Background: an optimization exercise with open tools, aiming at small area. Do not read the settings as production practice.
The RTL was checked by simulation tests, not by an equivalence proof against the original design.
Power figures rest on the tool's default switching activity, not on a simulated workload.

## issue_queues
module issue_queues (
    input clk,
    input rst_n,
    input flush,
    input wr_pause,
    input CACOP_already,
    input INVTLB_already,
    input AGU_busy,
    input inst0_PR_dest_en,
    input inst0_PR_source1_en,
    input inst0_PR_source2_en,
    input inst0_PR_source1_rdy,
    input inst0_PR_source2_rdy,
    input [5:0] inst0_PR_dest,
    input [5:0] inst0_PR_source1,
    input [5:0] inst0_PR_source2,
    input [5:0] inst0_ROB_ID,
    input inst0_ALU0_en,
    input [4:0] inst0_ALU0_op,
    input [19:0] inst0_ALU0_imm,
    input inst0_ALU1_en,
    input [2:0] inst0_ALU1_op,
    input inst0_AGU_en,
    input [3:0] inst0_AGU_op,
    input [16:0] inst0_AGU_imm,
    input inst0_BRU_en,
    input [3:0] inst0_BRU_op,
    input [25:0] inst0_BRU_imm,
    input [31:0] inst0_PC,
    input [31:0] inst0_target_PC,
    input inst1_PR_dest_en,
    input inst1_PR_source1_en,
    input inst1_PR_source2_en,
    input inst1_PR_source1_rdy,
    input inst1_PR_source2_rdy,
    input [5:0] inst1_PR_dest,
    input [5:0] inst1_PR_source1,
    input [5:0] inst1_PR_source2,
    input [5:0] inst1_ROB_ID,
    input inst1_ALU0_en,
    input [4:0] inst1_ALU0_op,
    input [19:0] inst1_ALU0_imm,
    input inst1_ALU1_en,
    input [2:0] inst1_ALU1_op,
    input inst1_AGU_en,
  ...
Size: about 9300 cells after synthesis, ~1700 flip-flops, about 990 I/O pins.
clock: 10.0 ns
lec_check: 0
cap_margin: 10
cell_pad_in_sites_detail_placement: 1
core_margin: 2
core_utilization: 42
place_density: 0.52
slew_margin: 10
standard.sh (not shown) runs the stock make flow with config.mk's settings and CLKGATE_MAP_FILE= SYNTH_SCRIPT=/design/flow/synth_recipe.tcl, a recipe that flattens the netlist after the stock synthesis.
==> flow/flow/run.sh <==
#!/bin/bash
# Layout flow: the standard flow (standard.sh) with three changes:
#  - synthesis is synth_recipe.tcl with ABC using an area script (flow/area.abc),
#  - each port gets the smallest buffer (buf_1) instead of clkdlybuf4s50_1,
#  - clock tree synthesis uses clkbuf_8 on clusters of at most 16 flip-flops
#    and inserts no dummy loads.
# Each step's full log is in orfs/logs/; make's own output is in flow_make.log.
set -euo pipefail
W=$PWD
{ head -n 1 synth_recipe.tcl; cat flow/abc_area.tcl; tail -n +2 synth_recipe.tcl; } > flow_synth.tcl
export AREA_ABC_SCRIPT=$W/flow/area.abc
bash standard.sh \
  SYNTH_SCRIPT=$W/flow_synth.tcl \
  "BUFFER_PORTS_ARGS=-buffer_cell sky130_fd_sc_hd__buf_1" \
  "CTS_ARGS=-sink_clustering_enable -repair_clock_nets -dont_use_dummy_load -buf_list sky130_fd_sc_hd__clkbuf_8 -sink_clustering_size 16 -sink_clustering_max_diameter 55" \
  finish > flow_make.log 2>&1
==> flow/flow/abc_area.tcl <==
# Inserted into synth_recipe.tcl after its first line: ABC maps the logic with
# the area-oriented script flow/area.abc instead of ORFS's speed script.
# Registers are mapped before ABC runs and are left as they are.
proc abc {args} {
  set i [lsearch -exact $args -script]
  if { $i >= 0 } { lset args [expr { $i + 1 }] $::env(AREA_ABC_SCRIPT) }
  yosys abc {*}$args
}
==> flow/flow/area.abc <==
&get -n
&st
&dch
&nf -a -R 1000
&put
strash
&get -n
&st
&dch
&nf -a -R 1000
&put
strash
&get -n
&st
&dch
&nf -a -R 1000
&put
strash
&get -n
&st
&dch
&nf -a -R 1000
&put
strash
&get -n
&st
&dch
&nf -a -R 1000
&put
strash
&get -n
&st
&dch
&nf -a -R 1000
&put
strash
&get -n
&st
&dch
&nf -a -R 1000
&put
strash
&get -n
&st
&dch
&nf -a -R 1000
&put
strash
&get -n
&st
&dch
&nf -a -R 1000
&put
topo
Change:
--- a/flow/design.v
+++ b/flow/design.v
@@ -482,17 +482,17 @@
     wire [23:0] wb = {dest_BRU, dest_AGU, dest_ALU1, dest_ALU0};
     wire [23:0] s1 = {inst3_PR_source1, inst2_PR_source1, inst1_PR_source1, inst0_PR_source1};
     wire [23:0] s2 = {inst3_PR_source2, inst2_PR_source2, inst1_PR_source2, inst0_PR_source2};
     wire [3:0]  r1 = {(~inst3_PR_source1_en | inst3_PR_source1_rdy), (~inst2_PR_source1_en | inst2_PR_source1_rdy), (~inst1_PR_source1_en | inst1_PR_source1_rdy), (~inst0_PR_source1_en | inst0_PR_source1_rdy)};
     wire [3:0]  r2 = {(~inst3_PR_source2_en | inst3_PR_source2_rdy), (~inst2_PR_source2_en | inst2_PR_source2_rdy), (~inst1_PR_source2_en | inst1_PR_source2_rdy), (~inst0_PR_source2_en | inst0_PR_source2_rdy)};
     wire [3:0]  q1 = {inst3_PR_source1_rdy, inst2_PR_source1_rdy, inst1_PR_source1_rdy, inst0_PR_source1_rdy};
     wire [3:0]  q2 = {inst3_PR_source2_rdy, inst2_PR_source2_rdy, inst1_PR_source2_rdy, inst0_PR_source2_rdy};
     wire [36:0] alu0_pay;
-    iq_core #(.N(8), .PW(37), .INORDER(0)) u_alu0 (
+    iq_nc #(.N(8), .PW(37), .INORDER(0)) u_alu0 (
         .clk(clk), .rst_n(rst_n), .flush(flush), .wr_pause(wr_pause),
         .en({inst3_ALU0_en, inst2_ALU0_en, inst1_ALU0_en, inst0_ALU0_en}),
         .pay_in({inst3_ALU0_op, inst3_ALU0_imm, inst3_PR_dest, inst3_ROB_ID, inst2_ALU0_op, inst2_ALU0_imm, inst2_PR_dest, inst2_ROB_ID, inst1_ALU0_op, inst1_ALU0_imm, inst1_PR_dest, inst1_ROB_ID, inst0_ALU0_op, inst0_ALU0_imm, inst0_PR_dest, inst0_ROB_ID}),
         .s1_in(s1), .s2_in(s2), .r1_in(r1), .r2_in(r2), .wb(wb),
         .head_ok(1'b1), .head_pay(),
         .pause(wr_ALU0_IQ_pause), .granted(ALU0_selected_vld),
         .sel_vld(ALU0_select_vld), .sel_s1(ALU0_select_source1), .sel_s2(ALU0_select_source2),
         .sel_pay(alu0_pay)
Result: The changed run went through all stages and came out clean; clock skew drops by 0.016 ns; fmax is lower by about a fifth; sequential share of layout area is higher by 0.75 points; critical path depth rose by 11; first-iteration DRC count fell by a few percent; non-clock buffer count climbs by 23; wire length came out lower slightly; count of clock-buffer cells in the layout drops by 3; setup slack gets worse by 1.6 ns; clock power barely changes; core utilization goes down by 0.12 points; hold slack got worse by 0.017 ns; die area falls slightly; synthesized area went down slightly.


Setup of the previous run:
Starting RTL as in the previous note.
==> flow/design.v (excerpt) <==
module issue_queues (
    input clk,
    input rst_n,
    input flush,
    input wr_pause,
    input CACOP_already,
    input INVTLB_already,
    input AGU_busy,
    input inst0_PR_dest_en,
    input inst0_PR_source1_en,
    input inst0_PR_source2_en,
    input inst0_PR_source1_rdy,
    input inst0_PR_source2_rdy,
    input [5:0] inst0_PR_dest,
    input [5:0] inst0_PR_source1,
    input [5:0] inst0_PR_source2,
    input [5:0] inst0_ROB_ID,
    input inst0_ALU0_en,
    input [4:0] inst0_ALU0_op,
    input [19:0] inst0_ALU0_imm,
    input inst0_ALU1_en,
    input [2:0] inst0_ALU1_op,
    input inst0_AGU_en,
    input [3:0] inst0_AGU_op,
    input [16:0] inst0_AGU_imm,
    input inst0_BRU_en,
    input [3:0] inst0_BRU_op,
    input [25:0] inst0_BRU_imm,
    input [31:0] inst0_PC,
    input [31:0] inst0_target_PC,
    input inst1_PR_dest_en,
    input inst1_PR_source1_en,
    input inst1_PR_source2_en,
    input inst1_PR_source1_rdy,
    input inst1_PR_source2_rdy,
    input [5:0] inst1_PR_dest,
    input [5:0] inst1_PR_source1,
    input [5:0] inst1_PR_source2,
    input [5:0] inst1_ROB_ID,
    input inst1_ALU0_en,
    input [4:0] inst1_ALU0_op,
    input [19:0] inst1_ALU0_imm,
    input inst1_ALU1_en,
    input [2:0] inst1_ALU1_op,
    input inst1_AGU_en,
    input [3:0] inst1_AGU_op,
    input [16:0] inst1_AGU_imm,
    input inst1_BRU_en,
    input [3:0] inst1_BRU_op,
    input [25:0] inst1_BRU_imm,
    input [31:0] inst1_PC,
    input [31:0] inst1_target_PC,
    input inst2_PR_dest_en,
    input inst2_PR_source1_en,
    input inst2_PR_source2_en,
    input inst2_PR_source1_rdy,
    input inst2_PR_source2_rdy,
    input [5:0] inst2_PR_dest,
    input [5:0] inst2_PR_source1,
    input [5:0] inst2_PR_source2,
    input [5:0] inst2_ROB_ID,
    input inst2_ALU0_en,
    input [4:0] inst2_ALU0_op,
    input [19:0] inst2_ALU0_imm,
    input inst2_ALU1_en,
    input [2:0] inst2_ALU1_op,
    input inst2_AGU_en,
    input [3:0] inst2_AGU_op,
    input [16:0] inst2_AGU_imm,
    input inst2_BRU_en,
    input [3:0] inst2_BRU_op,
    input [25:0] inst2_BRU_imm,
    input [31:0] inst2_PC,
    input [31:0] inst2_target_PC,
    input inst3_PR_dest_en,
  ...
==> flow/config.mk <==
export PLATFORM = sky130hd
export DESIGN_NAME = issue_queues
export DESIGN_NICKNAME = issue_queues
export VERILOG_FILES = /design/flow/design.v
export SDC_FILE = /design/flow/constraint.sdc
export NUM_CORES = 4
export LEC_CHECK = 0
export CAP_MARGIN = 10
export CELL_PAD_IN_SITES_DETAIL_PLACEMENT = 1
export CORE_MARGIN = 2
export CORE_UTILIZATION = 36
export PLACE_DENSITY = 0.45
export SLEW_MARGIN = 10
==> flow/constraint.sdc <==
create_clock -name core_clock -period 10.0 [get_ports {clk}]
set_input_delay 2.0000 -clock core_clock [delete_from_list [all_inputs] [get_ports {clk}]]
set_output_delay 2.0000 -clock core_clock [all_outputs]
set_load 0.01 [all_outputs]
Scripts as last shown in full above: flow/flow/run.sh, flow/flow/abc_area.tcl, flow/flow/area.abc
> inputs changed (the previous run -> the current run)
-- flow/design.v --
<<< the previous run, line 488
    wire [3:0]  q2 = {inst3_PR_source2_rdy, inst2_PR_source2_rdy, inst1_PR_source2_rdy, inst0_PR_source2_rdy};
    wire [36:0] alu0_pay;
    iq_core #(.N(8), .PW(37), .INORDER(0)) u_alu0 (
        .clk(clk), .rst_n(rst_n), .flush(flush), .wr_pause(wr_pause),
        .en({inst3_ALU0_en, inst2_ALU0_en, inst1_ALU0_en, inst0_ALU0_en}),
>>> the current run, line 488
    wire [3:0]  q2 = {inst3_PR_source2_rdy, inst2_PR_source2_rdy, inst1_PR_source2_rdy, inst0_PR_source2_rdy};
    wire [36:0] alu0_pay;
    iq_nc #(.N(8), .PW(37), .INORDER(0)) u_alu0 (
        .clk(clk), .rst_n(rst_n), .flush(flush), .wr_pause(wr_pause),
        .en({inst3_ALU0_en, inst2_ALU0_en, inst1_ALU0_en, inst0_ALU0_en}),
Notes after the runs:
The previous run and the current run all finish clean. In the current run, the flip-flop and latch count came out 28 above the value in the previous run. Comparing fraction of area in registers for the previous run and the current run, the bigger number came from the current run. The current run and the previous run ended up with roughly the same proportion of synthesized area in mux cells. In the metrics for the previous run and the current run, the one carrying the higher site row count is the previous run. Relative to the previous run, final wirelength has decreased by 6500 um in the current run. | combinational-cell power consumption | lower: the previous run |. Power density of the placed cells ended up about 21% higher on the current run than on the previous run. Re proportion of power drawn by combinational gates: the previous run was lower than the current run.

## afterwards: timing with drivers on the ports
How much do the figures lean on ideal ports? The routed layouts below were timed once more, with nothing changed but the port constraints.
Step 1, drivers: a clkbuf_16 drives clk and a buf_2 each remaining input, both assumed.
Step 2 adds t to the input delays and takes it off the output delays; t is the mean of the earliest and latest rising clock arrival at the registers after step 1. Input paths then give back, and output paths get back, about the clock's delay inside the block.
Slacks: ideal ports / drivers / drivers and shift; pairs: ideal ports / drivers.
| run | t (ns) | setup slack, ns | hold slack, ns | worst setup path at the end | worst data-port slew with drivers (ns) |
|---|---|---|---|---|---|
| the first run of note 1 | 1.122 | 2.441 / 2.223 / 1.917 | 0.323 / 0.323 / 0.323 | input to register | 0.30 |
| the second run of note 1 | 1.115 | 0.847 / 0.736 / 1.460 | 0.306 / 0.306 / 0.306 | register to register | 0.23 |
| the previous run | 1.129 | 2.593 / 2.479 / 2.120 | 0.338 / 0.338 / 0.338 | input to register | 0.24 |
| the current run | 1.139 | 0.507 / 0.399 / 1.307 | 0.340 / 0.340 / 0.340 | register to register | 0.24 |
After both steps setup and hold are still met in every run listed. The setup slack of the first run of note 1, which loses most, moves by -0.218 ns with the drivers and by -0.524 ns with both steps.
